This is an optimization exercise on Yosys and OpenROAD, whose aim is small area, a short achievable clock period and few clock cycles, not a production implementation. In this exercise RTL edits were held to simulation tests only and were not proved equivalent to the original.

[flow/design.v]
module fp4_cmul_w(br, bi, widx, p_re, p_im);
  input [3:0] br;
  wire [3:0] br;
  input [3:0] bi;
  wire [3:0] bi;
  input [2:0] widx;
  wire [2:0] widx;
  output [3:0] p_re;
  wire [3:0] p_re;
  output [3:0] p_im;
  wire [3:0] p_im;
  wire _000_;
  wire _001_;
  wire _002_;
  wire _003_;
  wire _004_;
  wire _005_;
  wire _006_;
  wire _007_;
  wire _008_;
  wire _009_;
  wire _010_;
  wire _011_;
  wire _012_;
  wire _013_;
  wire _014_;
  wire _015_;
  wire _016_;
  wire _017_;
  wire _018_;
  wire _019_;
  wire _020_;
  wire _021_;
  wire _022_;
  wire _023_;
  wire _024_;
  wire _025_;
  wire _026_;
  wire _027_;
  wire _028_;
  wire _029_;
  wire _030_;
  wire _031_;
  wire _032_;
  wire _033_;
  wire _034_;
  wire _035_;
  wire _036_;
  wire _037_;
  wire _038_;
  wire _039_;
  wire _040_;
  wire _041_;
  wire _042_;
  wire _043_;
  wire _044_;
  wire _045_;
  wire _046_;
  wire _047_;
  wire _048_;
  wire _049_;
  wire _050_;
  wire _051_;
  wire _052_;
  wire _053_;
  wire _054_;
  wire _055_;
  wire _056_;
  wire _057_;
  wire _058_;
  wire _059_;
  wire _060_;
  wire _061_;
  wire _062_;
  wire _063_;
  wire _064_;
  wire _065_;
  wire _066_;
  wire _067_;
  wire _068_;
  wire _069_;
  wire _070_;
  wire _071_;
  wire _072_;
  wire _073_;
  wire _074_;
  wire _075_;
  wire _076_;
  wire _077_;
  wire _078_;
  wire _079_;
  wire _080_;
  wire _081_;
  wire _082_;
  wire _083_;
  wire _084_;
  wire _085_;
  wire _086_;
  wire _087_;
  wire _088_;
  wire _089_;
  wire _090_;
  wire _091_;
  wire _092_;
  wire _093_;
  wire _094_;
  wire _095_;
  wire _096_;
  wire _097_;
  wire _098_;
  wire _099_;
  wire _100_;
  wire _101_;
  wire _102_;
  wire _103_;
  wire _104_;
  wire _105_;
  wire _106_;
  wire _107_;
  wire _108_;
  wire _109_;
  wire _110_;
  wire _111_;
  wire _112_;
  wire _113_;
  wire _114_;
  wire _115_;
  wire _116_;
  wire _117_;
  wire _118_;
  wire _119_;
  wire _120_;
  wire _121_;
  wire _122_;
  wire _123_;
  wire _124_;
  wire _125_;
  wire _126_;
  wire _127_;
  wire _128_;
  wire _129_;
  wire _130_;
  wire _131_;
  wire _132_;
  wire _133_;
  wire _134_;
  wire _135_;
  wire _136_;
  wire _137_;
  wire _138_;
  wire _139_;
  wire _140_;
  wire _141_;
  wire _142_;
  wire _143_;
  wire _144_;
  wire _145_;
  wire _146_;
  wire _147_;
  wire _148_;
  wire _149_;
  wire _150_;
  wire _151_;
  wire _152_;
  wire _153_;
  wire _154_;
  wire _155_;
  wire _156_;
  wire _157_;
  wire _158_;
  wire _159_;
  wire _160_;
  wire _161_;
  wire _162_;
  wire _163_;
  wire _164_;
  wire _165_;
  wire _166_;
  wire _167_;
  wire _168_;
  wire _169_;
  wire _170_;
  wire _171_;
  wire _172_;
  wire _173_;
  wire _174_;
  wire _175_;
  wire _176_;
  wire _177_;
  wire _178_;
  wire _179_;
  wire _180_;
  wire _181_;
  wire _182_;
  wire _183_;
  wire _184_;
  wire _185_;
  wire _186_;
  wire _187_;
  wire _188_;
  wire _189_;
  wire _190_;
  wire _191_;
  wire _192_;
  wire _193_;
  wire _194_;
  wire _195_;
  wire _196_;
  wire _197_;
  wire _198_;
  wire _199_;
  wire _200_;
  wire _201_;
  wire _202_;
  wire _203_;
  wire _204_;
  wire _205_;
  wire _206_;
  wire _207_;
  wire _208_;
  wire _209_;
  wire _210_;
  wire _211_;
  wire _212_;
  wire _213_;
  wire _214_;
  wire _215_;
  wire _216_;
  wire _217_;
  wire _218_;
  wire _219_;
  wire _220_;
  wire _221_;
  wire _222_;
  wire _223_;
  wire _224_;
  wire _225_;
  wire _226_;
  wire _227_;
  wire _228_;
  wire _229_;
  wire _230_;
  wire _231_;
  wire _232_;
  wire _233_;
  wire _234_;
  wire _235_;
  wire _236_;
  wire _237_;
  wire _238_;
  wire _239_;
  wire _240_;
  wire _241_;
  wire _242_;
  wire _243_;
  wire _244_;
  wire _245_;
  wire _246_;
  wire _247_;
  wire _248_;
  wire _249_;
  wire _250_;
  wire _251_;
  wire _252_;
  wire _253_;
  wire _254_;
  wire _255_;
  wire _256_;
  wire _257_;
  wire _258_;
  wire _259_;
  wire _260_;
  wire _261_;
  wire _262_;
  wire _263_;
  wire _264_;
  wire _265_;
  wire _266_;
  wire _267_;
  wire _268_;
  wire _269_;
  wire _270_;
  wire _271_;
  wire _272_;
  wire _273_;
  wire _274_;
  wire _275_;
  wire _276_;
  wire _277_;
  wire _278_;
  wire _279_;
  wire _280_;
  wire _281_;
  wire _282_;
  wire _283_;
  wire _284_;
  wire _285_;
  wire _286_;
  wire _287_;
  wire _288_;
  wire _289_;
  wire _290_;
  wire _291_;
  wire _292_;
  wire _293_;
  wire _294_;
  wire _295_;
  wire _296_;
  wire _297_;
  wire _298_;
  wire _299_;
  wire [3:0] \a1.out ;
  wire [3:0] \a1.result ;
  wire [2:0] \a1.sig_l ;
  wire [2:0] \a1.sig_s ;
  wire [2:0] \a1.sig_s_unaligned ;
  wire \a1.sub ;
  wire [3:0] \m1.x ;
  wire [3:0] \m2.half ;
  wire [3:0] \m2.mhalf ;
  wire [3:0] \m2.x ;
  wire [3:0] \m3.half ;
  wire [3:0] \m3.x ;
  wire [3:0] \m4.half ;
  wire [3:0] \m4.x ;
  wire [3:0] \s1.out ;
  wire [3:0] \s1.result ;
  wire [2:0] \s1.sig_l ;
  wire [2:0] \s1.sig_s ;
  wire [2:0] \s1.sig_s_unaligned ;
  wire \s1.sub ;
  wire [2:0] \tw.idx ;
  assign _097_ = ~widx[2];
  assign _108_ = widx[1] & _097_;
  assign _119_ = _108_ & widx[0];
  assign _130_ = ~_119_;
  assign _141_ = ~widx[1];
  assign _152_ = _141_ & widx[2];
  assign _163_ = ~_152_;
  assign _174_ = _163_ & _130_;
  assign _183_ = ~widx[0];
  assign _194_ = _183_ & widx[1];
  assign _205_ = ~_194_;
  assign _216_ = _205_ & _174_;
  assign _226_ = _216_ & bi[1];
  assign _233_ = ~_226_;
  assign _234_ = _183_ & _141_;
  assign _235_ = ~_234_;
  assign _236_ = _235_ & bi[2];
  assign _237_ = ~_236_;
  assign _238_ = _237_ & _233_;
  assign _239_ = ~_238_;
  assign _240_ = _235_ & br[2];
  assign _241_ = ~_240_;
  assign _242_ = ~_174_;
  assign _243_ = _242_ & br[1];
  assign _244_ = ~_243_;
  assign _245_ = _244_ & _241_;
  assign _246_ = ~_245_;
  assign _247_ = _246_ & _239_;
  assign _248_ = ~_247_;
  assign _249_ = _235_ & br[1];
  assign _250_ = ~_249_;
  assign _251_ = _250_ & _174_;
  assign _252_ = ~_251_;
  assign _253_ = _252_ & br[2];
  assign _254_ = ~_253_;
  assign _255_ = ~_216_;
  assign _256_ = _235_ & bi[1];
  assign _257_ = ~_256_;
  assign _258_ = _257_ & _255_;
  assign _259_ = ~_258_;
  assign _260_ = _259_ & bi[2];
  assign _261_ = ~_260_;
  assign _262_ = _261_ & _254_;
  assign _263_ = _262_ & _248_;
  assign _264_ = ~_263_;
  assign _265_ = ~_262_;
  assign _266_ = _260_ & _253_;
  assign _267_ = ~_266_;
  assign _268_ = _267_ & _265_;
  assign _269_ = ~_268_;
  assign _270_ = _243_ & br[2];
  assign _271_ = ~_270_;
  assign _272_ = _216_ & bi[2];
  assign _273_ = _272_ & bi[1];
  assign _274_ = ~_273_;
  assign _275_ = _274_ & _271_;
  assign _276_ = _275_ & _269_;
  assign _277_ = ~_276_;
  assign _278_ = ~br[1];
  assign _279_ = _278_ & _183_;
  assign _280_ = ~_279_;
  assign _281_ = br[1] & widx[0];
  assign _282_ = ~_281_;
  assign _283_ = _282_ & bi[1];
  assign _284_ = _283_ & _280_;
  assign _285_ = ~_284_;
  assign _286_ = ~bi[1];
  assign _287_ = _281_ & _286_;
  assign _288_ = ~_287_;
  assign _289_ = _288_ & _285_;
  assign _290_ = _289_ & _247_;
  assign _291_ = ~_290_;
  assign _292_ = _242_ & br[0];
  assign _293_ = ~_292_;
  assign _294_ = _249_ & _245_;
  assign _295_ = ~_294_;
  assign _296_ = _295_ & _293_;
  assign _297_ = ~_296_;
  assign _298_ = _245_ & _238_;
  assign _299_ = _216_ & bi[0];
  assign _000_ = ~_299_;
  assign _001_ = _000_ & _257_;
  assign _002_ = ~_001_;
  assign _003_ = _002_ & _298_;
  assign _004_ = _003_ & _297_;
  assign _005_ = ~_004_;
  assign _006_ = _005_ & _291_;
  assign _007_ = ~_006_;
  assign _008_ = ~_272_;
  assign _009_ = _254_ & _239_;
  assign _010_ = ~_009_;
  assign _011_ = _010_ & _008_;
  assign _012_ = ~_011_;
  assign _013_ = _012_ & _000_;
  assign _014_ = ~_013_;
  assign _015_ = ~_003_;
  assign _016_ = _011_ & _015_;
  assign _017_ = _016_ & _296_;
  assign _018_ = ~_017_;
  assign _019_ = _018_ & _014_;
  assign _020_ = ~br[3];
  assign _021_ = _020_ & bi[3];
  assign _022_ = ~_021_;
  assign _023_ = ~bi[3];
  assign _024_ = br[3] & _023_;
  assign _025_ = ~_024_;
  assign _026_ = _025_ & _022_;
  assign _027_ = ~_026_;
  assign _028_ = _027_ & _019_;
  assign _029_ = ~_028_;
  assign _030_ = ~_019_;
  assign _031_ = _026_ & _030_;
  assign _032_ = ~_031_;
  assign _033_ = _032_ & _029_;
  assign _034_ = ~_033_;
  assign _035_ = _034_ & _007_;
  assign _036_ = ~_035_;
  assign _037_ = _036_ & _277_;
  assign _038_ = ~_037_;
  assign _039_ = _038_ & _247_;
  assign _040_ = ~_275_;
  assign _041_ = _026_ & _040_;
  assign _042_ = ~_041_;
  assign _043_ = _027_ & _275_;
  assign _044_ = ~_043_;
  assign _045_ = _044_ & _042_;
  assign _046_ = _045_ & _039_;
  assign _047_ = ~_046_;
  assign _048_ = _047_ & _264_;
  assign _049_ = ~_048_;
  assign _050_ = _030_ & _007_;
  assign _051_ = ~_050_;
  assign _052_ = _019_ & _006_;
  assign _053_ = ~_052_;
  assign _054_ = _053_ & _051_;
  assign _055_ = ~_054_;
  assign _056_ = _055_ & _298_;
  assign _057_ = ~_056_;
  assign _058_ = _057_ & _049_;
  assign p_im[2] = ~_058_;
  assign _059_ = _298_ & _262_;
  assign _060_ = _059_ & _036_;
  assign _061_ = ~_060_;
  assign _062_ = _061_ & _047_;
  assign _063_ = ~_062_;
  assign _064_ = _063_ & _054_;
  assign _065_ = ~_064_;
  assign _066_ = _262_ & _247_;
  assign _067_ = ~_066_;
  assign _068_ = _067_ & _065_;
  assign _069_ = _035_ & _040_;
  assign _070_ = ~_069_;
  assign _071_ = _037_ & _275_;
  assign _072_ = ~_071_;
  assign _073_ = _072_ & _070_;
  assign p_im[1] = _073_ & _068_;
  assign _074_ = ~_039_;
  assign _075_ = ~_059_;
  assign _076_ = _075_ & _055_;
  assign p_im[0] = _076_ & _074_;
  assign _077_ = _242_ & bi[1];
  assign _078_ = ~_077_;
  assign _079_ = _257_ & _174_;
  assign _080_ = _079_ & _236_;
  assign _081_ = ~_080_;
  assign _082_ = _081_ & _078_;
  assign _083_ = ~_082_;
  assign _084_ = _216_ & br[1];
  assign _085_ = ~_084_;
  assign _086_ = _085_ & _241_;
  assign _087_ = ~_086_;
  assign _088_ = ~_079_;
  assign _089_ = _088_ & bi[2];
  assign _090_ = ~_089_;
  assign _091_ = _090_ & _087_;
  assign _092_ = ~_091_;
  assign _093_ = _216_ & br[2];
  assign _094_ = ~_093_;
  assign _095_ = _094_ & _092_;
  assign _096_ = _095_ & _083_;
  assign _098_ = ~_096_;
  assign _099_ = ~_095_;
  assign _100_ = _250_ & _255_;
  assign _101_ = ~_100_;
  assign _102_ = _101_ & _085_;
  assign _103_ = ~_102_;
  assign _104_ = _103_ & _099_;
  assign _105_ = ~_104_;
  assign _106_ = _105_ & _098_;
  assign _107_ = _090_ & _082_;
  assign _109_ = _216_ & br[0];
  assign _110_ = ~_109_;
  assign _111_ = _086_ & _249_;
  assign _112_ = ~_111_;
  assign _113_ = _112_ & _110_;
  assign _114_ = ~_113_;
  assign _115_ = _087_ & _082_;
  assign _116_ = ~_289_;
  assign _117_ = _089_ & _116_;
  assign _118_ = _117_ & _115_;
  assign _120_ = ~_118_;
  assign _121_ = ~_115_;
  assign _122_ = _101_ & br[2];
  assign _123_ = ~_122_;
  assign _124_ = _123_ & _090_;
  assign _125_ = _124_ & _121_;
  assign _126_ = _125_ & _098_;
  assign _127_ = ~_126_;
  assign _128_ = _127_ & _120_;
  assign _129_ = ~_128_;
  assign _131_ = _129_ & _114_;
  assign _132_ = _242_ & bi[0];
  assign _133_ = ~_132_;
  assign _134_ = _107_ & _256_;
  assign _135_ = ~_134_;
  assign _136_ = _135_ & _133_;
  assign _137_ = ~_136_;
  assign _138_ = _137_ & _131_;
  assign _139_ = ~_138_;
  assign _140_ = _139_ & _107_;
  assign _142_ = ~_140_;
  assign _143_ = _142_ & _026_;
  assign _144_ = ~_143_;
  assign _145_ = ~_107_;
  assign _146_ = _087_ & _289_;
  assign _147_ = _146_ & _145_;
  assign _148_ = _113_ & _099_;
  assign _149_ = ~_148_;
  assign _150_ = ~_131_;
  assign _151_ = _150_ & _095_;
  assign _153_ = _151_ & _136_;
  assign _154_ = ~_153_;
  assign _155_ = _154_ & _149_;
  assign _156_ = _155_ & _147_;
  assign _157_ = ~_156_;
  assign _158_ = ~_147_;
  assign _159_ = ~_155_;
  assign _160_ = _159_ & _158_;
  assign _161_ = ~_160_;
  assign _162_ = _161_ & _157_;
  assign _164_ = _162_ & _139_;
  assign _165_ = ~_164_;
  assign _166_ = _165_ & _144_;
  assign _167_ = ~_166_;
  assign _168_ = _159_ & _026_;
  assign _169_ = ~_168_;
  assign _170_ = _169_ & _147_;
  assign _171_ = _170_ & _167_;
  assign _172_ = ~_171_;
  assign _173_ = _172_ & _128_;
  assign _175_ = ~_173_;
  assign _176_ = _175_ & _167_;
  assign _177_ = ~_176_;
  assign _178_ = _177_ & _106_;
  assign _179_ = ~_178_;
  assign _180_ = ~_106_;
  assign _181_ = _175_ & _180_;
  assign _182_ = ~_181_;
  assign p_re[1] = _182_ & _179_;
  assign p_re[0] = _173_ & _162_;
  assign _184_ = ~p_re[1];
  assign _185_ = ~_124_;
  assign _186_ = _144_ & _106_;
  assign _187_ = ~_186_;
  assign _188_ = _143_ & _180_;
  assign _189_ = ~_188_;
  assign _190_ = _189_ & _187_;
  assign _191_ = ~_190_;
  assign _192_ = _191_ & _175_;
  assign _193_ = ~_192_;
  assign _195_ = _193_ & _185_;
  assign _196_ = ~_195_;
  assign _197_ = _191_ & _124_;
  assign _198_ = _197_ & _176_;
  assign _199_ = ~_198_;
  assign _200_ = _199_ & _196_;
  assign _201_ = _200_ & _184_;
  assign _202_ = ~_201_;
  assign _203_ = ~_151_;
  assign _204_ = _203_ & _020_;
  assign _206_ = ~_204_;
  assign _207_ = _235_ & _023_;
  assign _208_ = ~_207_;
  assign _209_ = _234_ & bi[3];
  assign _210_ = ~_209_;
  assign _211_ = _210_ & _208_;
  assign _212_ = ~_211_;
  assign _213_ = _212_ & _151_;
  assign _214_ = ~_213_;
  assign _215_ = _214_ & _206_;
  assign p_re[3] = _215_ & _202_;
  assign _217_ = ~_068_;
  assign _218_ = _217_ & _058_;
  assign _219_ = ~_218_;
  assign _220_ = ~_016_;
  assign _221_ = _220_ & _023_;
  assign _222_ = ~_221_;
  assign _223_ = _235_ & br[3];
  assign _224_ = ~_223_;
  assign _225_ = _234_ & _020_;
  assign _227_ = ~_225_;
  assign _228_ = _227_ & _224_;
  assign _229_ = ~_228_;
  assign _230_ = _229_ & _016_;
  assign _231_ = ~_230_;
  assign _232_ = _231_ & _222_;
  assign p_im[3] = _232_ & _219_;
  assign p_re[2] = ~_200_;
  assign \s1.sub  = 1'h1;
  assign \s1.out  = p_re;
  assign \s1.sig_l [2] = 1'h0;
  assign \s1.sig_s_unaligned [2] = 1'h0;
  assign \s1.sig_s [2] = 1'h0;
  assign \s1.result  = p_re;
  assign \m4.x  = bi;
  assign \m4.half [2:0] = \m2.half [2:0];
  assign \m3.x  = br;
  assign \m3.half [3] = 1'hx;
  assign \a1.result  = p_im;
  assign \a1.sig_s [2] = 1'h0;
  assign \a1.sig_s_unaligned [2] = 1'h0;
  assign \m2.x  = bi;
  assign \m2.half [3] = 1'hx;
  assign \m2.mhalf [2:0] = \m2.half [2:0];
  assign \a1.sig_l [2] = 1'h0;
  assign \m1.x  = br;
  assign \tw.idx  = widx;
  assign \a1.out  = p_im;
  assign \a1.sub  = 1'h0;
endmodule
module fp4_cmul_w2(br, bi, w, p_re, p_im);
  input [3:0] br;
  wire [3:0] br;
  input [3:0] bi;
  wire [3:0] bi;
  input [1:0] w;
  wire [1:0] w;
  output [3:0] p_re;
  wire [3:0] p_re;
  output [3:0] p_im;
  wire [3:0] p_im;
  wire _000_;
  wire _001_;
  wire _002_;
  wire _003_;
  wire _004_;
  wire _005_;
  wire _006_;
  wire _007_;
  wire _008_;
  wire _009_;
  wire _010_;
  wire _011_;
  wire _012_;
  wire _013_;
  wire _014_;
  wire _015_;
  wire _016_;
  wire _017_;
  wire _018_;
  wire _019_;
  wire _020_;
  wire _021_;
  wire _022_;
  wire _023_;
  wire _024_;
  wire _025_;
  wire _026_;
  wire _027_;
  wire _028_;
  wire _029_;
  wire _030_;
  wire _031_;
  wire _032_;
  wire _033_;
  wire _034_;
  wire _035_;
  wire _036_;
  wire _037_;
  wire _038_;
  wire _039_;
  wire _040_;
  wire _041_;
  wire _042_;
  wire _043_;
  wire _044_;
  wire _045_;
  wire _046_;
  wire _047_;
  wire _048_;
  wire _049_;
  wire _050_;
  wire _051_;
  wire _052_;
  wire _053_;
  wire _054_;
  wire _055_;
  wire _056_;
  wire _057_;
  wire _058_;
  wire _059_;
  wire _060_;
  wire _061_;
  wire _062_;
  wire _063_;
  wire _064_;
  wire _065_;
  wire _066_;
  wire _067_;
  wire _068_;
  wire _069_;
  wire _070_;
  wire _071_;
  wire _072_;
  wire _073_;
  wire _074_;
  wire _075_;
  wire _076_;
  wire _077_;
  wire _078_;
  wire _079_;
  wire _080_;
  wire _081_;
  wire _082_;
  wire _083_;
  wire _084_;
  wire _085_;
  wire _086_;
  wire _087_;
  wire _088_;
  wire _089_;
  wire _090_;
  wire _091_;
  wire _092_;
  wire _093_;
  wire _094_;
  wire _095_;
  wire _096_;
  wire _097_;
  wire _098_;
  wire _099_;
  wire _100_;
  wire _101_;
  wire _102_;
  wire _103_;
  wire _104_;
  wire _105_;
  wire _106_;
  wire _107_;
  wire _108_;
  wire _109_;
  wire _110_;
  wire _111_;
  wire _112_;
  wire _113_;
  wire _114_;
  wire _115_;
  wire _116_;
  wire _117_;
  wire _118_;
  wire _119_;
  wire _120_;
  wire _121_;
  wire _122_;
  wire _123_;
  wire _124_;
  wire _125_;
  wire _126_;
  wire _127_;
  wire _128_;
  wire _129_;
  wire _130_;
  wire _131_;
  wire _132_;
  wire _133_;
  wire _134_;
  wire _135_;
  wire _136_;
  wire _137_;
  wire _138_;
  wire _139_;
  wire _140_;
  wire _141_;
  wire _142_;
  wire _143_;
  wire _144_;
  wire _145_;
  wire _146_;
  wire _147_;
  wire _148_;
  wire _149_;
  wire _150_;
  wire _151_;
  wire _152_;
  wire _153_;
  wire _154_;
  wire _155_;
  wire _156_;
  wire _157_;
  wire [3:0] \u.a1.out ;
  wire [3:0] \u.a1.result ;
  wire [2:0] \u.a1.sig_l ;
  wire [2:0] \u.a1.sig_s ;
  wire [2:0] \u.a1.sig_s_unaligned ;
  wire \u.a1.sub ;
  wire [3:0] \u.bi ;
  wire [3:0] \u.br ;
  wire [3:0] \u.m1.x ;
  wire [3:0] \u.m2.half ;
  wire [3:0] \u.m2.mhalf ;
  wire [3:0] \u.m2.x ;
  wire [3:0] \u.m3.half ;
  wire [3:0] \u.m3.x ;
  wire [3:0] \u.m4.half ;
  wire [3:0] \u.m4.x ;
  wire [3:0] \u.p_im ;
  wire [3:0] \u.p_re ;
  wire [3:0] \u.s1.out ;
  wire [3:0] \u.s1.result ;
  wire [2:0] \u.s1.sig_l ;
  wire [2:0] \u.s1.sig_s ;
  wire [2:0] \u.s1.sig_s_unaligned ;
  wire \u.s1.sub ;
  wire [2:0] \u.tw.idx ;
  wire [2:0] \u.widx ;
  assign _077_ = br[1] & br[2];
  assign _078_ = ~_077_;
  assign _079_ = bi[2] & bi[1];
  assign _080_ = ~_079_;
  assign _081_ = bi[2] & br[2];
  assign _082_ = ~_081_;
  assign _083_ = _082_ & _080_;
  assign _084_ = _083_ & _078_;
  assign _085_ = ~_084_;
  assign _086_ = _085_ & w[0];
  assign _087_ = ~_086_;
  assign _088_ = bi[1] & br[1];
  assign _089_ = ~_088_;
  assign _090_ = _089_ & w[0];
  assign _091_ = ~_090_;
  assign _092_ = _091_ & bi[2];
  assign _093_ = ~_092_;
  assign _094_ = ~br[3];
  assign _095_ = ~bi[3];
  assign _096_ = _095_ & _094_;
  assign _097_ = ~_096_;
  assign _098_ = bi[3] & br[3];
  assign _099_ = ~_098_;
  assign _100_ = _099_ & _097_;
  assign _101_ = ~bi[2];
  assign _102_ = _089_ & _101_;
  assign _103_ = ~_102_;
  assign _104_ = _103_ & _100_;
  assign _105_ = _104_ & _093_;
  assign _106_ = ~_105_;
  assign _107_ = ~br[2];
  assign _108_ = _101_ & _107_;
  assign _109_ = ~_108_;
  assign _110_ = _109_ & _082_;
  assign _111_ = ~_110_;
  assign _112_ = _111_ & w[0];
  assign _113_ = ~_112_;
  assign _114_ = ~bi[1];
  assign _115_ = ~w[0];
  assign _116_ = ~w[1];
  assign _117_ = _116_ & _115_;
  assign _118_ = _117_ & _114_;
  assign _119_ = ~_118_;
  assign _120_ = ~br[1];
  assign _121_ = w[1] & _115_;
  assign _122_ = _121_ & _120_;
  assign _123_ = ~_122_;
  assign _124_ = _123_ & _119_;
  assign _125_ = _124_ & _113_;
  assign _126_ = ~_125_;
  assign _127_ = _126_ & _106_;
  assign _128_ = _127_ & _086_;
  assign _129_ = ~_128_;
  assign _130_ = _114_ & _120_;
  assign _131_ = ~_130_;
  assign _132_ = _131_ & _089_;
  assign _133_ = _132_ & _112_;
  assign _134_ = ~_133_;
  assign _135_ = _117_ & br[0];
  assign _136_ = ~_135_;
  assign _137_ = _121_ & bi[0];
  assign _138_ = ~_137_;
  assign _139_ = _138_ & _136_;
  assign _140_ = _139_ & _134_;
  assign _141_ = _140_ & _129_;
  assign _142_ = ~_141_;
  assign _143_ = ~_100_;
  assign _144_ = _128_ & _143_;
  assign _145_ = ~_144_;
  assign _146_ = ~_127_;
  assign _147_ = _146_ & _087_;
  assign _148_ = ~_147_;
  assign _149_ = _148_ & _145_;
  assign _150_ = _131_ & _091_;
  assign _151_ = _150_ & _149_;
  assign _152_ = ~_151_;
  assign _153_ = ~_149_;
  assign _154_ = ~_132_;
  assign _155_ = _154_ & _115_;
  assign _156_ = ~_155_;
  assign _157_ = _156_ & _091_;
  assign _000_ = ~_157_;
  assign _001_ = _000_ & _153_;
  assign _002_ = ~_001_;
  assign _003_ = _002_ & _152_;
  assign _004_ = _003_ & _142_;
  assign _005_ = _004_ & _087_;
  assign _006_ = ~_005_;
  assign _007_ = _117_ & br[2];
  assign _008_ = ~_007_;
  assign _009_ = _121_ & bi[2];
  assign _010_ = ~_009_;
  assign _011_ = _010_ & _008_;
  assign _012_ = _100_ & _081_;
  assign _013_ = ~_012_;
  assign _014_ = _013_ & _086_;
  assign _015_ = ~_014_;
  assign _016_ = _015_ & _011_;
  assign _017_ = _016_ & _006_;
  assign p_re[2] = ~_017_;
  assign _018_ = _011_ & _004_;
  assign _019_ = ~_018_;
  assign _020_ = ~_003_;
  assign _021_ = _020_ & _087_;
  assign _022_ = ~_021_;
  assign _023_ = _022_ & _019_;
  assign p_re[1] = ~_023_;
  assign _024_ = ~_140_;
  assign p_re[0] = _019_ & _024_;
  assign _025_ = _117_ & bi[2];
  assign _026_ = ~_025_;
  assign _027_ = _121_ & br[2];
  assign _028_ = ~_027_;
  assign _029_ = _028_ & _026_;
  assign _030_ = _029_ & _127_;
  assign _031_ = _117_ & bi[0];
  assign _032_ = ~_031_;
  assign _033_ = _121_ & br[0];
  assign _034_ = ~_033_;
  assign _035_ = _034_ & _032_;
  assign _036_ = _035_ & _134_;
  assign _037_ = _036_ & _013_;
  assign _038_ = _037_ & _030_;
  assign _039_ = ~_038_;
  assign _040_ = _029_ & _153_;
  assign _041_ = ~_040_;
  assign p_im[2] = _041_ & _039_;
  assign _042_ = ~_030_;
  assign _043_ = _042_ & _149_;
  assign _044_ = ~_043_;
  assign p_im[1] = _044_ & _039_;
  assign _045_ = ~_036_;
  assign p_im[0] = _045_ & _042_;
  assign _046_ = _023_ & _017_;
  assign _047_ = ~_046_;
  assign _048_ = _080_ & br[2];
  assign _049_ = ~_048_;
  assign _050_ = _101_ & _114_;
  assign _051_ = ~_050_;
  assign _052_ = _051_ & w[0];
  assign _053_ = _052_ & _049_;
  assign _054_ = _053_ & _095_;
  assign _055_ = ~_054_;
  assign _056_ = _121_ & _095_;
  assign _057_ = ~_056_;
  assign _058_ = ~_053_;
  assign _059_ = ~_121_;
  assign _060_ = _059_ & br[3];
  assign _061_ = ~_060_;
  assign _062_ = _061_ & _058_;
  assign _063_ = _062_ & _057_;
  assign _064_ = ~_063_;
  assign _065_ = _064_ & _055_;
  assign p_re[3] = _065_ & _047_;
  assign _066_ = ~_117_;
  assign _067_ = _058_ & _066_;
  assign _068_ = ~_067_;
  assign _069_ = _068_ & bi[3];
  assign _070_ = ~_069_;
  assign _071_ = _094_ & _115_;
  assign _072_ = ~_071_;
  assign _073_ = _072_ & _062_;
  assign _074_ = ~_073_;
  assign _075_ = _074_ & _070_;
  assign _076_ = ~_075_;
  assign p_im[3] = _076_ & _039_;
  assign \u.s1.sig_l [2] = 1'h0;
  assign \u.s1.sig_s_unaligned [2] = 1'h0;
  assign \u.s1.sig_s [2] = 1'h0;
  assign \u.m2.x  = bi;
  assign \u.m2.half [3] = 1'hx;
  assign \u.m2.mhalf [2:0] = \u.m2.half [2:0];
  assign \u.s1.result  = p_re;
  assign \u.m3.half [3] = 1'hx;
  assign \u.m3.x  = br;
  assign \u.s1.out  = p_re;
  assign \u.m1.x  = br;
  assign \u.s1.sub  = 1'h1;
  assign \u.m4.half [2:0] = \u.m2.half [2:0];
  assign \u.m4.x  = bi;
  assign \u.tw.idx  = { w, 1'h0 };
  assign \u.p_im  = p_im;
  assign \u.p_re  = p_re;
  assign \u.widx  = { w, 1'h0 };
  assign \u.bi  = bi;
  assign \u.br  = br;
  assign \u.a1.result  = p_im;
  assign \u.a1.sig_s [2] = 1'h0;
  assign \u.a1.sig_s_unaligned [2] = 1'h0;
  assign \u.a1.sig_l [2] = 1'h0;
  assign \u.a1.out  = p_im;
  assign \u.a1.sub  = 1'h0;
endmodule
module fp4_addsub2(a, p, x, y);
  input [3:0] a;
  wire [3:0] a;
  input [3:0] p;
  wire [3:0] p;
  output [3:0] x;
  wire [3:0] x;
  output [3:0] y;
  wire [3:0] y;
  wire _000_;
  wire _001_;
  wire _002_;
  wire _003_;
  wire _004_;
  wire _005_;
  wire _006_;
  wire _007_;
  wire _008_;
  wire _009_;
  wire _010_;
  wire _011_;
  wire _012_;
  wire _013_;
  wire _014_;
  wire _015_;
  wire _016_;
  wire _017_;
  wire _018_;
  wire _019_;
  wire _020_;
  wire _021_;
  wire _022_;
  wire _023_;
  wire _024_;
  wire _025_;
  wire _026_;
  wire _027_;
  wire _028_;
  wire _029_;
  wire _030_;
  wire _031_;
  wire _032_;
  wire _033_;
  wire _034_;
  wire _035_;
  wire _036_;
  wire _037_;
  wire _038_;
  wire _039_;
  wire _040_;
  wire _041_;
  wire _042_;
  wire _043_;
  wire _044_;
  wire _045_;
  wire _046_;
  wire _047_;
  wire _048_;
  wire _049_;
  wire _050_;
  wire _051_;
  wire _052_;
  wire _053_;
  wire _054_;
  wire _055_;
  wire _056_;
  wire _057_;
  wire _058_;
  wire _059_;
  wire _060_;
  wire _061_;
  wire _062_;
  wire _063_;
  wire _064_;
  wire _065_;
  wire _066_;
  wire _067_;
  wire _068_;
  wire _069_;
  wire _070_;
  wire _071_;
  wire _072_;
  wire _073_;
  wire _074_;
  wire _075_;
  wire _076_;
  wire _077_;
  wire _078_;
  wire _079_;
  wire _080_;
  wire _081_;
  wire _082_;
  wire _083_;
  wire _084_;
  wire _085_;
  wire _086_;
  wire _087_;
  wire _088_;
  wire _089_;
  wire _090_;
  wire _091_;
  wire _092_;
  wire _093_;
  wire _094_;
  wire _095_;
  wire _096_;
  wire _097_;
  wire _098_;
  wire _099_;
  wire _100_;
  wire _101_;
  wire _102_;
  wire _103_;
  wire _104_;
  wire _105_;
  wire _106_;
  wire _107_;
  wire _108_;
  wire _109_;
  wire _110_;
  wire _111_;
  wire _112_;
  wire _113_;
  wire _114_;
  wire _115_;
  wire _116_;
  wire _117_;
  wire _118_;
  wire _119_;
  wire _120_;
  wire _121_;
  wire _122_;
  wire _123_;
  wire _124_;
  wire _125_;
  wire _126_;
  wire _127_;
  wire _128_;
  wire _129_;
  wire _130_;
  wire _131_;
  wire _132_;
  wire _133_;
  wire _134_;
  wire _135_;
  wire _136_;
  wire _137_;
  wire _138_;
  wire _139_;
  wire _140_;
  wire _141_;
  wire _142_;
  wire _143_;
  wire _144_;
  wire _145_;
  wire _146_;
  wire _147_;
  wire _148_;
  wire _149_;
  wire _150_;
  wire _151_;
  wire _152_;
  wire _153_;
  wire _154_;
  wire _155_;
  wire _156_;
  wire _157_;
  wire _158_;
  wire [2:0] \u_d.x ;
  wire [2:0] \u_d.y ;
  wire [2:0] \u_s.x ;
  wire [2:0] \u_s.y ;
  wire [2:0] xm;
  wire [2:0] ym;
  assign _066_ = ~p[2];
  assign _075_ = ~a[1];
  assign _079_ = _075_ & p[1];
  assign _080_ = ~_079_;
  assign _081_ = _080_ & _066_;
  assign _082_ = ~_081_;
  assign _083_ = ~a[2];
  assign _084_ = ~p[1];
  assign _085_ = a[1] & _084_;
  assign _086_ = ~_085_;
  assign _087_ = _086_ & _083_;
  assign _088_ = ~_087_;
  assign _089_ = _088_ & _082_;
  assign _090_ = ~_089_;
  assign _091_ = _088_ & a[0];
  assign _092_ = ~_091_;
  assign _093_ = _082_ & p[0];
  assign _094_ = ~_093_;
  assign _095_ = _094_ & _092_;
  assign _096_ = ~_095_;
  assign _097_ = _096_ & _090_;
  assign _098_ = ~_097_;
  assign _099_ = ~p[0];
  assign _100_ = a[2] & _066_;
  assign _101_ = ~_100_;
  assign _102_ = _083_ & _066_;
  assign _103_ = ~_102_;
  assign _104_ = a[2] & p[2];
  assign _105_ = ~_104_;
  assign _106_ = _105_ & _103_;
  assign _107_ = ~_106_;
  assign _108_ = _086_ & p[0];
  assign _109_ = ~_108_;
  assign _110_ = _109_ & _080_;
  assign _111_ = _110_ & _107_;
  assign _112_ = ~_111_;
  assign _113_ = _112_ & _101_;
  assign _114_ = _113_ & _099_;
  assign _115_ = ~_114_;
  assign _116_ = ~_113_;
  assign _117_ = ~a[0];
  assign _118_ = _086_ & p[2];
  assign _119_ = ~_118_;
  assign _120_ = _119_ & _117_;
  assign _121_ = _120_ & _116_;
  assign _122_ = ~_121_;
  assign _123_ = _122_ & _115_;
  assign _124_ = ~_123_;
  assign _125_ = _124_ & _089_;
  assign _126_ = ~_125_;
  assign _127_ = p[0] & a[0];
  assign _128_ = _075_ & _084_;
  assign _129_ = _128_ & a[2];
  assign _130_ = ~_129_;
  assign _131_ = a[1] & p[1];
  assign _132_ = _131_ & _083_;
  assign _133_ = ~_132_;
  assign _134_ = _133_ & _130_;
  assign _135_ = ~_134_;
  assign _136_ = _135_ & _127_;
  assign _137_ = ~_136_;
  assign _138_ = _137_ & _126_;
  assign _139_ = ~_138_;
  assign _140_ = ~a[3];
  assign _141_ = _140_ & p[3];
  assign _142_ = ~_141_;
  assign _143_ = ~p[3];
  assign _144_ = a[3] & _143_;
  assign _145_ = ~_144_;
  assign _146_ = _145_ & _142_;
  assign _147_ = ~_146_;
  assign _148_ = _147_ & _139_;
  assign _149_ = ~_148_;
  assign _150_ = _149_ & _098_;
  assign y[0] = ~_150_;
  assign _151_ = _125_ & _106_;
  assign _152_ = ~_151_;
  assign _153_ = _122_ & _107_;
  assign _154_ = ~_153_;
  assign _155_ = _154_ & _128_;
  assign _156_ = ~_155_;
  assign _157_ = _131_ & _107_;
  assign _158_ = ~_157_;
  assign _000_ = a[1] & a[0];
  assign _001_ = ~_000_;
  assign _002_ = p[0] & p[1];
  assign _003_ = ~_002_;
  assign _004_ = _003_ & _001_;
  assign _005_ = ~_004_;
  assign _006_ = _005_ & _104_;
  assign _007_ = ~_006_;
  assign _008_ = _007_ & _158_;
  assign _009_ = _008_ & _156_;
  assign _010_ = _009_ & _152_;
  assign _011_ = _010_ & _147_;
  assign _012_ = ~_011_;
  assign _013_ = ~_127_;
  assign _014_ = _099_ & _117_;
  assign _015_ = ~_014_;
  assign _016_ = _015_ & _013_;
  assign _017_ = _016_ & _128_;
  assign _018_ = ~_017_;
  assign _019_ = ~_128_;
  assign _020_ = _019_ & _090_;
  assign _021_ = ~_020_;
  assign _022_ = _021_ & _018_;
  assign _023_ = _022_ & _010_;
  assign _024_ = ~_023_;
  assign _025_ = ~_010_;
  assign _026_ = _086_ & _080_;
  assign _027_ = _026_ & _025_;
  assign _028_ = ~_027_;
  assign _029_ = _028_ & _024_;
  assign _030_ = _029_ & _146_;
  assign _031_ = ~_030_;
  assign _032_ = _031_ & _012_;
  assign y[1] = ~_032_;
  assign _033_ = _146_ & _139_;
  assign _034_ = ~_033_;
  assign _035_ = _034_ & _098_;
  assign x[0] = ~_035_;
  assign _036_ = _010_ & _146_;
  assign _037_ = ~_036_;
  assign _038_ = _029_ & _147_;
  assign _039_ = ~_038_;
  assign _040_ = _039_ & _037_;
  assign x[1] = ~_040_;
  assign _041_ = _018_ & _102_;
  assign _042_ = ~_041_;
  assign _043_ = _042_ & _008_;
  assign _044_ = ~_043_;
  assign _045_ = _044_ & _134_;
  assign _046_ = ~_045_;
  assign _047_ = _046_ & _147_;
  assign _048_ = ~_047_;
  assign _049_ = ~_016_;
  assign _050_ = _049_ & _157_;
  assign _051_ = ~_050_;
  assign _052_ = _128_ & _104_;
  assign _053_ = ~_052_;
  assign _054_ = _053_ & _042_;
  assign _055_ = _054_ & _051_;
  assign _056_ = _055_ & _152_;
  assign _057_ = _056_ & _146_;
  assign _058_ = ~_057_;
  assign _059_ = _058_ & _048_;
  assign y[2] = ~_059_;
  assign _060_ = _059_ & _032_;
  assign _061_ = ~_060_;
  assign _062_ = _113_ & p[3];
  assign _063_ = ~_062_;
  assign _064_ = _116_ & _140_;
  assign _065_ = ~_064_;
  assign _067_ = _065_ & _063_;
  assign y[3] = _067_ & _061_;
  assign _068_ = _046_ & _146_;
  assign _069_ = ~_068_;
  assign _070_ = _056_ & _147_;
  assign _071_ = ~_070_;
  assign _072_ = _071_ & _069_;
  assign x[2] = ~_072_;
  assign _073_ = _072_ & _040_;
  assign _074_ = ~_073_;
  assign _076_ = _113_ & _143_;
  assign _077_ = ~_076_;
  assign _078_ = _077_ & _065_;
  assign x[3] = _078_ & _074_;
  assign \u_s.y  = p[2:0];
  assign \u_s.x  = a[2:0];
  assign \u_d.y  = p[2:0];
  assign \u_d.x  = a[2:0];
  assign ym = y[2:0];
  assign xm = x[2:0];
endmodule
module fp4_butterfly(
    input [7:0] A,
    input [7:0] B,
    input [2:0] widx,
    output [7:0] X,
    output [7:0] Y
);
    wire [3:0] p_re, p_im;
    fp4_cmul_w cm (.br(B[7:4]), .bi(B[3:0]), .widx(widx), .p_re(p_re), .p_im(p_im));
    fp4_addsub2 xr (.a(A[7:4]), .p(p_re), .x(X[7:4]), .y(Y[7:4]));
    fp4_addsub2 xi (.a(A[3:0]), .p(p_im), .x(X[3:0]), .y(Y[3:0]));
endmodule
module fp4_butterfly_w2(
    input [7:0] A,
    input [7:0] B,
    input [1:0] w,
    output [7:0] X,
    output [7:0] Y
);
    wire [3:0] p_re, p_im;
    fp4_cmul_w2 cm (.br(B[7:4]), .bi(B[3:0]), .w(w), .p_re(p_re), .p_im(p_im));
    fp4_addsub2 xr (.a(A[7:4]), .p(p_re), .x(X[7:4]), .y(Y[7:4]));
    fp4_addsub2 xi (.a(A[3:0]), .p(p_im), .x(X[3:0]), .y(Y[3:0]));
endmodule
module fp4_z(
    input [3:0] x,
    output [3:0] y
);
    wire sub = (x[2:1] == 2'b00);
    assign y = {x[3] & (x[2:0] != 3'b000), x[2] | (sub & x[0]), x[1] | (sub & x[0]), x[0] & ~sub};
endmodule
module fp4_butterfly_w0(
    input [7:0] A,
    input [7:0] B,
    output [7:0] X,
    output [7:0] Y
);
    wire [3:0] p_re, p_im;
    fp4_z zr (.x(B[7:4]), .y(p_re));
    fp4_z zi (.x(B[3:0]), .y(p_im));
    fp4_addsub2 xr (.a(A[7:4]), .p(p_re), .x(X[7:4]), .y(Y[7:4]));
    fp4_addsub2 xi (.a(A[3:0]), .p(p_im), .x(X[3:0]), .y(Y[3:0]));
endmodule
module fp4_butterfly_w08(
    input [7:0] A,
    input [7:0] B,
    input w8,
    output [7:0] X,
    output [7:0] Y
);
    wire [3:0] zr, zi;
    fp4_z u_r (.x(B[7:4]), .y(zr));
    fp4_z u_i (.x(B[3:0]), .y(zi));
    wire [3:0] p_re = w8 ? {zi[3] ^ (zi != 4'h0), zi[2:0]} : zr;
    wire [3:0] p_im = w8 ? zr : zi;
    fp4_addsub2 xr (.a(A[7:4]), .p(p_re), .x(X[7:4]), .y(Y[7:4]));
    fp4_addsub2 xi (.a(A[3:0]), .p(p_im), .x(X[3:0]), .y(Y[3:0]));
endmodule
module sdf_stage #(
    parameter D = 8
)(
    input wire clk,
    input wire en,
    input wire phase,
    input wire [7:0] s_in,
    input wire [7:0] X,
    input wire [7:0] Y,
    output wire [7:0] A,
    output wire [7:0] s_out
);
    reg [8*D-1:0] dl;  
    assign A = dl[8*D-1 -: 8];
    generate
        if (D == 1) begin : g1
            always @(posedge clk)
                if (en) dl <= phase ? Y : s_in;
        end else begin : gn
            always @(posedge clk)
                if (en) dl <= {dl[8*(D-1)-1:0], phase ? Y : s_in};
        end
    endgenerate
    assign s_out = phase ? X : A;
endmodule
module fp4_fft #(
    parameter MAX_N = 32,
    parameter ADDR_WIDTH = $clog2(MAX_N)
)(
    input wire clk,
    input wire rst,
    input wire start,
    input wire [ADDR_WIDTH-1:0] N,  
    output reg done,
    output reg error,
    input wire [7:0] data_in,  
    input wire data_in_valid,  
    output reg [7:0] data_out,  
    output reg data_out_valid,  
    output reg fft_ready  
);
    reg n16, n8;
    always @(posedge clk) begin
        n16 <= (N == 5'd16);
        n8 <= (N == 5'd8);
    end
    wire [3:0] mask = n16 ? 4'hf : n8 ? 4'h7 : 4'h3;
    function [14:0] stage_ctl;
        input [3:0] x;
        input m16, m8;
        reg [3:0] l0, l1, l2, l3, l4, l5, cm, r;
        reg hi4;
        begin
            l0 = x - 4'd1;
            l1 = x - 4'd9;
            l2 = x - 4'd14;
            l3 = x - 4'd1;
            l4 = x - 4'd2;
            l5 = x - 4'd9;
            hi4 = m16 ? l4[3] : m8 ? l4[2] : l4[1];
            cm = x & (m16 ? 4'hf : m8 ? 4'h7 : 4'h3);
            r = m16 ? 4'd11 : m8 ? 4'd7 : 4'd1;
            stage_ctl[14] = m16 & l0[3];
            stage_ctl[13] = (m16 | m8) & l1[2];
            stage_ctl[12] = l2[1];
            stage_ctl[11] = l3[0];
            stage_ctl[10] = m16 & l1[3];
            stage_ctl[9:8] = m16 ? {l2[2], l2[3]} : m8 ? {l2[2], 1'b0} : 2'b00;
            stage_ctl[7:5] = m16 ? {l3[1], l3[2], l3[3]} : m8 ? {l3[1], l3[2], 1'b0} : {l3[1], 2'b00};
            stage_ctl[4] = hi4 & ~l4[0];
            stage_ctl[3] = m16 & l5[2] & ~l5[1];
            stage_ctl[2] = (cm >= r);
            stage_ctl[1] = (cm == r - 4'd1);
            stage_ctl[0] = 1'b0;
        end
    endfunction
    reg in_frame;  
    reg [3:0] c;  
    reg [5:0] fv;  
    reg en;  
    reg [14:0] ctl;  
    wire start_now = data_in_valid & ~in_frame & fft_ready;
    wire adv = in_frame ? data_in_valid : 1'b1;
    wire [3:0] cur = start_now ? 4'd0 : c;
    wire last = in_frame & data_in_valid & ((c & mask) == mask);
    wire wrap = adv & ((cur & mask) == mask);
    wire in_frame_n = start_now | (in_frame & ~last);
    wire [3:0] c_n = adv ? cur + 4'd1 : c;
    wire last_slot = ((c & mask) == mask);
    wire wrap_next = (((c + 4'd1) & mask) == 4'd0);
    wire [14:0] ctl_inc = stage_ctl(c + 4'd1, n16, n8);
    wire [14:0] ctl_one = stage_ctl(4'd1, N == 5'd16, N == 5'd8);
    always @(posedge clk)
        ctl <= ~adv ? ctl : start_now ? ctl_one : ctl_inc;
    wire ph8 = ctl[14], ph4 = ctl[13], ph2 = ctl[12], ph1 = ctl[11];
    wire k4 = ctl[10];
    wire [1:0] k2 = ctl[9:8];
    wire [2:0] k1 = ctl[7:5];
    wire cond1 = ctl[4], cond2 = ctl[3];
    wire out_v = n16 ? (ctl[2] ? fv[0] : fv[1]) : n8 ? (ctl[2] ? fv[1] : fv[2]) : (ctl[2] ? fv[4] : fv[5]);
    wire [5:0] keep = n16 ? 6'b000011 : n8 ? 6'b000111 : 6'b111111;
    always @(posedge clk or negedge rst) begin
        if (!rst) begin
            in_frame <= 1'b0;
            c <= 4'hf;  
            fv <= 6'b000000;
            fft_ready <= 1'b0;
            done <= 1'b0;
            error <= 1'b0;
            data_out_valid <= 1'b0;
            en <= 1'b0;
        end else begin
            in_frame <= in_frame_n;
            c <= c_n;
            en <= adv;
            fft_ready <= in_frame ? (data_in_valid & last_slot) : (~(data_in_valid & fft_ready) & wrap_next);
            done <= last;
            error <= start & ((N == 5'd0) | ((N & (N - 5'd1)) != 5'd0));
            data_out_valid <= en & out_v;
            if (wrap)
                fv <= {fv[4:0], in_frame} & keep;
            else if (en & ctl[1]) begin
                if (n16) fv[1] <= 1'b0;
                else if (n8) fv[2] <= 1'b0;
                else fv[5] <= 1'b0;
            end
        end
    end
    reg [7:0] in_reg, o4, o2;
    wire [7:0] s8, s4, s2, s1;
    wire [7:0] a8, a4, a2, a1, x8, y8, x4, y4, x2, y2, x1, y1;
    wire [7:0] b4 = s8;
    wire [7:0] b2 = o4;
    fp4_butterfly_w0 bf8 (.A(a8), .B(in_reg), .X(x8), .Y(y8));
    fp4_butterfly_w08 bf4 (.A(a4), .B(b4), .w8(k4), .X(x4), .Y(y4));
    fp4_butterfly_w2 bf2 (.A(a2), .B(b2), .w(k2), .X(x2), .Y(y2));
    fp4_butterfly bf1 (.A(a1), .B(o2), .widx(k1), .X(x1), .Y(y1));
    sdf_stage #(.D(8)) st8 (.clk(clk), .en(en), .phase(ph8), .s_in(in_reg),
                            .X(x8), .Y(y8), .A(a8), .s_out(s8));
    sdf_stage #(.D(4)) st4 (.clk(clk), .en(en), .phase(ph4), .s_in(b4),
                            .X(x4), .Y(y4), .A(a4), .s_out(s4));
    sdf_stage #(.D(2)) st2 (.clk(clk), .en(en), .phase(ph2), .s_in(b2),
                            .X(x2), .Y(y2), .A(a2), .s_out(s2));
    sdf_stage #(.D(1)) st1 (.clk(clk), .en(en), .phase(ph1), .s_in(o2),
                            .X(x1), .Y(y1), .A(a1), .s_out(s1));
    reg [55:0] rv1;
    reg [15:0] rv2;
    wire [7:0] tap1 = n16 ? rv1[55:48] : n8 ? rv1[23:16] : rv1[7:0];
    wire [7:0] q1 = cond1 ? s1 : tap1;
    wire [7:0] q2 = cond2 ? q1 : rv2[15:8];
    always @(posedge clk)
        in_reg <= data_in;
    always @(posedge clk) begin
        if (en) begin
            o4 <= s4;
            o2 <= s2;
            rv1 <= {rv1[47:0], cond1 ? tap1 : s1};
            rv2 <= {rv2[7:0], cond2 ? rv2[15:8] : q1};
            data_out <= q2;
        end
    end
endmodule
[flow/flow/run.sh]
#!/bin/bash


set -e
echo "export BUFFER_PORTS_ARGS = -buffer_cell sky130_fd_sc_hd__buf_4" >> "$FLOW_CONFIG"
bash standard.sh > standard_flow.log 2>&1
[flow/standard.sh]
#!/bin/bash
# synth_recipe.tcl (not shown) runs the flow's synth.tcl, then flattens the netlist and writes it again
# the make line also repeats each setting of config.mk as NAME=value (left out here)
make -C /OpenROAD-flow-scripts/flow DESIGN_CONFIG=/design/flow/config.mk WORK_HOME=/design/flow/orfs CLKGATE_MAP_FILE= SYNTH_SCRIPT=/design/flow/synth_recipe.tcl "${@:-finish}"
[flow/config.mk]
export PLATFORM = sky130hd
export DESIGN_NAME = fp4_fft
export DESIGN_NICKNAME = fp4_fft
export VERILOG_FILES = /design/flow/design.v
export SDC_FILE = /design/flow/constraint.sdc
export NUM_CORES = 4
export LEC_CHECK = 0
export ABC_AREA = 1
export CAP_MARGIN = 20
export CORE_MARGIN = 2
export CORE_UTILIZATION = 40
export CTS_BUF_LIST = sky130_fd_sc_hd__clkbuf_16
export CTS_CLUSTER_DIAMETER = 80
export CTS_CLUSTER_SIZE = 25
export SLEW_MARGIN = 20
export BUFFER_PORTS_ARGS = -buffer_cell sky130_fd_sc_hd__buf_4
[flow/constraint.sdc]
create_clock -name core_clock -period 20.0 [get_ports {clk}]
set_input_delay 4.0000 -clock core_clock [delete_from_list [all_inputs] [get_ports {clk}]]
set_output_delay 4.0000 -clock core_clock [all_outputs]
set_load 0.01 [all_outputs]
==> results of run 1 <==
## cells by family (layout without fill, tap and decap cells)
logic type	after synthesis	count (layout)	synth area share
adder cells (fa/ha/maj)	75	75	0.0673
buffers and inverters	237	276	0.0643
flip-flops	255	255	0.537
multiplexers	6	6	0.00431
AND/OR/NAND/NOR	646	646	0.195
XOR/XNOR	21	21	0.0148
AO/OA/AOI/OAI	266	266	0.117
## worst max-delay path by stage
stage,from,end,slack (ns),depth (start not counted)
finish,data_in_valid,fv[5],14.83,11
global route,ctl[14],data_out[7],14.12,37
CTS,data_in_valid,fv[5],14.85,11
detailed placement,data_in_valid,fv[5],14.30,11
global placement,data_in_valid,fv[5],14.36,11
floorplan,en,fv[5],14.35,3
## routing by layer
metal,share of wire,vias up,wire length (um)
li1,-,5135,-
met1,0.50,4749,14200
met2,0.43,221,12200
met3,0.046,35,1310
met4,0.018,0,510
met5,0,-,0
## per-stage QoR
stage                     utilization  setup WS [ns]  std cells  hold WS (ns)  area [um2]
after floorplan                     -          14.35       1506         0.400       13900
after global placement          0.426          14.36       1972         0.400       14700
after detailed placement        0.426          14.30       1972         0.405       14700
after CTS                       0.441          14.85       2000         0.419       15200
after global routing            0.442          14.12       2000         0.431       15200
final                           0.442          14.83       2000         0.414       15200
## Yosys cell counts (8+ instances only)
library cell	n
sky130_fd_sc_hd__a21oi_1	42
sky130_fd_sc_hd__o21ai_0	110
sky130_fd_sc_hd__nor2_1	84
sky130_fd_sc_hd__ha_1	75
sky130_fd_sc_hd__a31oi_1	11
sky130_fd_sc_hd__nand2_2	13
sky130_fd_sc_hd__o21ai_1	14
sky130_fd_sc_hd__nand3_1	87
sky130_fd_sc_hd__dfxtp_1	10
sky130_fd_sc_hd__o22ai_1	18
sky130_fd_sc_hd__inv_1	209
sky130_fd_sc_hd__nand2_1	421
sky130_fd_sc_hd__a22oi_1	12
sky130_fd_sc_hd__nand4_1	10
sky130_fd_sc_hd__o21ai_2	8
sky130_fd_sc_hd__a221oi_1	8
sky130_fd_sc_hd__xor2_1	14
sky130_fd_sc_hd__clkbuf_1	14
sky130_fd_sc_hd__dfrtp_1	12
sky130_fd_sc_hd__edfxtp_1	229
## cell usage in the layout (no fill, tap or decap), types with 4 or more instances in the layout
cell type,Yosys,layout
sky130_fd_sc_hd__nor2_2,4,4
sky130_fd_sc_hd__nor3_1,4,4
sky130_fd_sc_hd__dfstp_2,4,4
sky130_fd_sc_hd__xor2_1,14,14
sky130_fd_sc_hd__a221oi_1,8,8
sky130_fd_sc_hd__a21oi_1,42,42
sky130_fd_sc_hd__a31oi_1,11,11
sky130_fd_sc_hd__nand4_1,10,10
sky130_fd_sc_hd__xnor2_1,4,4
sky130_fd_sc_hd__o211ai_1,7,7
sky130_fd_sc_hd__inv_1,209,213
sky130_fd_sc_hd__a22oi_1,12,12
sky130_fd_sc_hd__edfxtp_1,229,229
sky130_fd_sc_hd__clkbuf_16,0,17
sky130_fd_sc_hd__buf_4,0,30
sky130_fd_sc_hd__a21boi_0,6,6
sky130_fd_sc_hd__dfxtp_1,10,10
sky130_fd_sc_hd__o21ai_0,110,110
sky130_fd_sc_hd__a22o_1,7,7
sky130_fd_sc_hd__o21ai_1,14,14
sky130_fd_sc_hd__nor2_1,84,84
sky130_fd_sc_hd__o32ai_1,4,4
sky130_fd_sc_hd__o22ai_1,18,18
sky130_fd_sc_hd__nand3_1,87,87
sky130_fd_sc_hd__dfrtp_1,12,11
sky130_fd_sc_hd__nand2_1,421,421
sky130_fd_sc_hd__inv_2,7,7
sky130_fd_sc_hd__nand2_2,13,13
sky130_fd_sc_hd__nand3_2,7,7
sky130_fd_sc_hd__mux2i_1,6,6
sky130_fd_sc_hd__ha_1,75,75
sky130_fd_sc_hd__o21ai_2,8,8
## area by class of cell
cell class                      instances  area, um2
Fill cell                            3313      19200
Sequential cell                       255       7490
Multi-Input combinational cell       1014       5560
Inverter                              217        815
Tap cell                              455        569
Clock buffer                           17        425
Timing Repair Buffer                   31        236
Clock inverter                         11        120
==> run summary, run 1 <==
The final max-slew violation count came out at 0. In the global route stage, met1 resource usage came out at 0.234. The count of unique library cells instantiated by Yosys came out at 60.

In this run the worst hold path is classified as reg2reg. For the worst setup path, the data required time is 20.39 ns. The register with the most flip-flops in the layout has 64 of them. Setup repair after global routing left no endpoint under its margin. In the final routed layout, each cell accounts on average for 14.1 um. The startpoint type of the worst setup path is an input pin. The via-per-instance ratio came out at 5.07. The fraction of layout cells with a size suffix above 1 is 0.0751. The starting density of the core came out at 0.405.

CTS built an H-tree with a depth of 1. The via total after detailed routing is 10100. The first-pass GRT wire length came out at 47500 um. For this design, the slowest cell found on the critical path is sky130_fd_sc_hd__nor2_1.

The number of buffers created by CTS is 16. Pin placement for this block handled 29 I/O pins. The kind of cell with the highest combined delay on the critical path is simple AND/OR/NAND/NOR gates. The share of the synthesized area in the top cell type is 0.493.

Walking the worst path, the cells encountered are buf_4 > nand2_1 > nor2_1 > inv_1 > nand2_1 > nand2_1 > nand3_1 > nor2_1 > inv_1 > o211ai_1 > o21ai_0. Yosys mapped a number of flops with a built-in enable equal to 229. After clock tree synthesis, the clock-pin slew on the worst setup and hold paths is 0.10 ns. The clock latency reported for the late side of the worst-skew pair is 0.51 ns.

The worst reg-to-reg path cell count came out at 35. The signal arrival time at the worst endpoint is 5.56 ns. The synthesized design contains 255 register bits. The area growth from synthesis to final layout came out at 9.14%. For this run, design rule violations remaining after detail routing come to 0. The worst register-to-register path begins at ctl[14]. The overall overflow remaining after global route came out at 0. The total half-perimeter wirelength after legalization and detailed placement is 20100 um. The synthesized cell area is 13900 um2. The net count of the finished layout is 1627. The number of detailed-route iterations in the first pass is 6. The share of the clock period used by the worst path came out at 0.258. The max-capacitance violation count is 0. The global placer's final weighted congestion came out at 0.871. The aggregate negative setup slack came out at 0 ns.

The worst slew slack as a fraction of its limit came out at 0.285. The clock sink count is 255. The placeable core area is 34500 um2. Ranked by total cell area, the synthesized netlist is headed by sky130_fd_sc_hd__edfxtp_1, sky130_fd_sc_hd__nand2_1, sky130_fd_sc_hd__ha_1, sky130_fd_sc_hd__inv_1, sky130_fd_sc_hd__o21ai_0.

The most used cell along the critical path is sky130_fd_sc_hd__nand2_1. The overall fraction of global-route tracks in use is 0.159. The transition time at the pin with the least slew margin came out at 1.07 ns. The overall die width came out at 191 um. sky130_fd_sc_hd__edfxtp_1 takes more of the synthesized area than any other cell.

The number of antenna diodes is 0. No sink is reached through more buffers than the 3 on the longest clock path. The top fanout value on the critical path is 8. The floorplan step set the die height to 191 um. The final hold violation count came out at 0. The largest registers in the layout are st8.dl: 64 flops, rv1: 56 flops, st4.dl: 32 flops. The Yosys warning count is 5. The critical path is of the in2reg type. Based on the critical path, the design can be clocked at up to 194 MHz.

After detailed routing, the total wire length is 28200 um. After floorplanning, the core was divided into 68 placement rows. The worst hold path begins at rv1[45].

The number of setup violations in the final report is 0. The worst setup path is captured at a flop. Of all flip-flops after synthesis, the portion carrying an async set or reset was 0.0627.

The TritonCTS clock tree is yes. The routing layer with the top usage in global route is met2. The synthesized area divided by synthesized cell count came out at 9.26 um2.

The buffering stage count on the worst path with inverters included is 3. Once detail routing completed, the nets flagged for antenna violations numbered 0. The post-CTS setup buffer count is 0. The number of cells traversed by the worst hold path came out at 0. The flow ran to the end and the layout has no timing, DRC or antenna violations. The number of gates resized after CTS was 0. The share of the yosys chip area belonging to registers is 0.537.

The met2 usage is 0.250. The post-layout minimum cycle time came out at 5.17 ns. The end of the worst hold path is rv1[53]. The post-synthesis net count came out at 1598. The number of hold buffers added after CTS was 0. The setup slack of the worst register-to-register path came out at 14.84 ns. The total die area came out at 36400 um2.

The via count of the first global-routing pass is 9605. Synthesis produced a netlist whose cell count is 1506. The largest net degree at the start of global routing is 92. The register with the highest flop count is st8.dl. For this block, the initial DRC count from the detailed router was 730. In this design, the stage delay of the slowest critical-path cell is 0.34 ns. The number of antenna violations at the first check in global routing is 0.

The destination of the worst register-to-register timing path is data_out[5]. Clock tree synthesis selected as its root buffer the cell sky130_fd_sc_hd__clkbuf_16. The final clock skew is 0.0166 ns. The dominant synthesized flop cell is sky130_fd_sc_hd__edfxtp_1.

The met3 track utilization from global routing came out at 0.0173. Buffers placed on the I/O ports in this run total 28.
Testbench counts, summed over its fixed seeds: cycles 5,344.
==> run 2, diff against run 1 <==
==> flow/flow/run.sh (replaced) <==
#!/bin/bash
set -e
echo "export BUFFER_PORTS_ARGS = -buffer_cell sky130_fd_sc_hd__buf_4" >> "$FLOW_CONFIG"
echo "export SETUP_SLACK_MARGIN = 15" >> "$FLOW_CONFIG"
bash standard.sh > standard_flow.log 2>&1
--- a/flow/config.mk
+++ b/flow/config.mk
@@ -14,3 +14,4 @@
 export CTS_CLUSTER_SIZE = 25
 export SLEW_MARGIN = 20
 export BUFFER_PORTS_ARGS = -buffer_cell sky130_fd_sc_hd__buf_4
+export SETUP_SLACK_MARGIN = 15
==> run 2 against run 1 <==
Effect of this change:
- synthesized cell count stayed put
- register-to-register slack better by 0.61 ns
- final cell count is 0.60% higher
==> run summary, run 2 <==
The transition time at the pin with the least slew margin came out at 1.13 ns. The worst setup path is of the reg2out kind. The root buffer cell is sky130_fd_sc_hd__clkbuf_16.

Once detail routing completed, the nets flagged for antenna violations numbered 0. The maximum clock path buffer count came out at 3. The achievable clock frequency came out at 198 MHz. The via count of the first global-routing pass was 9645. The count of boundary I/O pins came out at 29. The count of unique library cells instantiated by Yosys came out at 60. By area the synthesized netlist is led by sky130_fd_sc_hd__edfxtp_1, sky130_fd_sc_hd__nand2_1, sky130_fd_sc_hd__ha_1, sky130_fd_sc_hd__inv_1, sky130_fd_sc_hd__o21ai_0. The area growth from synthesis to final layout is 10.7%. The CTS H-tree depth is 1.

In this run the most critical hold path is launched from st4.dl[2]. The worst slew slack as a fraction of its limit is 0.243. The number of antenna diodes came out at 0.

The buffering stage count on the worst path with inverters included is 1. The worst reg-to-reg path cell count came out at 30. Setup repair after global routing could not meet its margin everywhere. After floorplanning, the core was divided into 68 placement rows. The final standard cell area without fillers is 15400 um2. The share of the synthesized area in the top cell type came out at 0.493.

Of the synthesized area, sequential elements account for 0.537. Dividing the detail-routed via count by the number of cells gives 5.08. The library cell used most frequently in the layout, excluding fill and tap cells, is sky130_fd_sc_hd__nand2_1. The aggregate negative setup slack came out at 0 ns.

The post-layout minimum cycle time came out at 5.05 ns. The final clock skew is 0.0201 ns. The worst hold path passes through 0 cells. The floorplan step defined a die boundary enclosing 36400 um2. The vertical die dimension came out at 191 um. The leading cell type by number of instances after synthesis is sky130_fd_sc_hd__nand2_1. The max-capacitance violation count came out at 0.

The routed length per instance is 14.1 um. The worst setup path is launched from a flop. The number of clock buffers added by TritonCTS is 17. The overall fraction of global-route tracks in use is 0.159. The clock sink count is 255. The HPWL after detailed placement is 20100 um.

The cell count after synthesis came out at 1506. Broken down by cell family, the worst path's largest delay share belongs to flip-flops. The commonest cells after synthesis are sky130_fd_sc_hd__nand2_1, sky130_fd_sc_hd__edfxtp_1, sky130_fd_sc_hd__inv_1.

The instance area at placement is 14700 um2. The number of antenna violations at the first check in global routing is 0. For this design, the slowest cell found on the critical path is sky130_fd_sc_hd__dfrtp_2. A synthesized cell averages 9.26 um2.

The starting density of the core came out at 0.405. The routed layout has 10200 vias. The post-synthesis net count came out at 1598. The final max-slew violation count is 0. In the final design database the tool counted 1639 nets.

The synthesized design contains 229 enable-type register cells. The final hold violation count is 0. The clock-pin slew of the registers on the worst-case setup and hold paths is 0.09 ns. The number of remaining DRC errors came out at 0. STA classifies the critical path endpoint as a primary output.

The port buffer count came out at 28. The post-synthesis sequential element count came out at 255. The post-synthesis async set-or-reset flop share came out at 0.0627. The synthesized cell area is 13900 um2.

The count of hold-fix buffers inserted at cts came out at 0. The launching instance or port of the critical path is fft_ready. The signal arrival time at the worst endpoint is 1.05 ns. The run finished with no timing, DRC or antenna violations. The largest net degree at the start of global routing came out at 90. The worst register-to-register path begins at in_reg[5]. The largest registers in the layout are st8.dl: 64 flops, rv1: 56 flops, st4.dl: 32 flops.

The TritonCTS clock tree is yes. Data on the critical path is required at its endpoint by 16.00 ns. The first routing iteration left 714 violations. The Yosys warning count is 5. Ranked by flip-flop count, first place goes to st8.dl. The overall overflow remaining after global route came out at 0. The cell taking the most area after synthesis is sky130_fd_sc_hd__edfxtp_1. In the layout the commonest cells are sky130_fd_sc_hd__nand2_1, sky130_fd_sc_hd__edfxtp_1, sky130_fd_sc_hd__inv_1, sky130_fd_sc_hd__o21ai_0, sky130_fd_sc_hd__nand3_1.

The number of setup violations in the final report is 0. The overall die width came out at 191 um. For this run, the slowest stage of the critical path takes 0.42 ns. In the final layout, the share of cells above drive strength 1 is 0.0938.

The placeable core area is 34500 um2. Traced cell by cell, the critical path runs through buf_6. The min-delay analysis places its worst path in the category reg2reg. The congestion estimate from routability-driven global placement came to 0.886. The first-pass GRT wire length is 47700 um. The number of flip-flops in the largest register is 64. Among all flip-flop cells after synthesis, the most frequent one is sky130_fd_sc_hd__edfxtp_1. The clock latency reported for the late side of the worst-skew pair came out at 0.51 ns. The top fanout value on the critical path came out at 2. The number of detailed-route iterations in the first pass is 5. In this run the number of cells on the critical path is 1. The share of the clock period used by the worst path came out at 0.252. The routed design has 28400 um of wire.
[run 2: cell counts after synthesis]
No cell type changed its count.
[run 2: cells by family after synthesis]
group,count (synthesis),synth area share
mux,6,0.00431
xor+xnor,21,0.0148
compound gates,266,0.117
fa+ha+maj,75,0.0673
flops,255,0.537
buf+inv,237,0.0643
simple gates,646,0.195
[run 2: final timing paths]
| check | endpoint | slack (ns) |
|---|---|---|
| setup / recovery | fft_ready | 14.95 |
| min in group asynchronous | error | 3.34 |
| setup reg to reg | st4.dl[3] | 15.45 |
| hold / removal | st4.dl[10] | 0.41 |
| max in group asynchronous | c[2] | 16.40 |
| hold reg to reg | st4.dl[10] | 0.41 |
[run 2: per-stage QoR]
step / std cells / util / setup slack, ns / hold slack (ns)
after floorplan: 1506 / - / 14.99 / 0.400
after global placement: 1972 / 0.427 / 14.75 / 0.401
after detailed placement: 1972 / 0.427 / 14.72 / 0.405
after CTS: 2004 / 0.444 / 14.91 / 0.409
after global routing: 2012 / 0.448 / 14.90 / 0.422
final: 2012 / 0.448 / 14.95 / 0.412
[run 2: per-layer routing]
layer  GRT usage  wire [um]
met5           0          0
met4      0.0355        428
met3      0.0195       1200
met2       0.249      12500
met1       0.234      14300
[run 2: cell type report]
type,count,area [um2]
repair inverters,1,5.00
clock buffers,17,425
clock inverters,12,118
inverters,217,818
multi-input cells,1014,5650
well taps,455,569
repair buffers,41,357
fillers,3273,19000
flip-flops and latches,255,7490
[run 2: repair_timing]
item / in CTS / in global routing
gates cloned: 1 / 0
endpoints found under the setup margin: 24 / 39
pin swaps: 0 / 1
gates resized for setup: 12 / 15
buffers inserted: 2 / 8
[run 2: worst reg2reg max path: cells and delay by family, from the launching register on]
family          cells  cell delay (ns)
buf+inv             3             0.22
simple gates       20             2.31
fa+ha+maj           2             0.60
compound gates      5             0.85
flops               1             0.36

==> port drivers added, routing unchanged <==
The flow's constraints put no driver on any port. The routed layouts listed below were extracted and timed again, unchanged, in two steps.
Step 1, drivers: a clkbuf_16 drives clk and a buf_2 each remaining input, both assumed.
Step 2 adds t to the input delays and takes it off the output delays; t is the mean of the earliest and latest rising clock arrival at the registers after step 1. Input paths then give back, and output paths get back, about the clock's delay inside the block.
Three values: ideal ports, drivers, drivers and shift; two values: the first two.
run | shift t [ns] | slack for setup (ns) | worst setup path at the end | pins driven straight from the clock port
run 1 | 0.550 | 14.834 / 14.839 / 14.310 | input to register | 1
run 2 | 0.552 | 14.954 / 14.901 / 14.719 | input to register | 1
After both steps setup and hold are still met in every run listed. For run 1, which loses most, drivers alone change the setup slack by +0.005 ns; drivers and shift together by -0.524 ns.
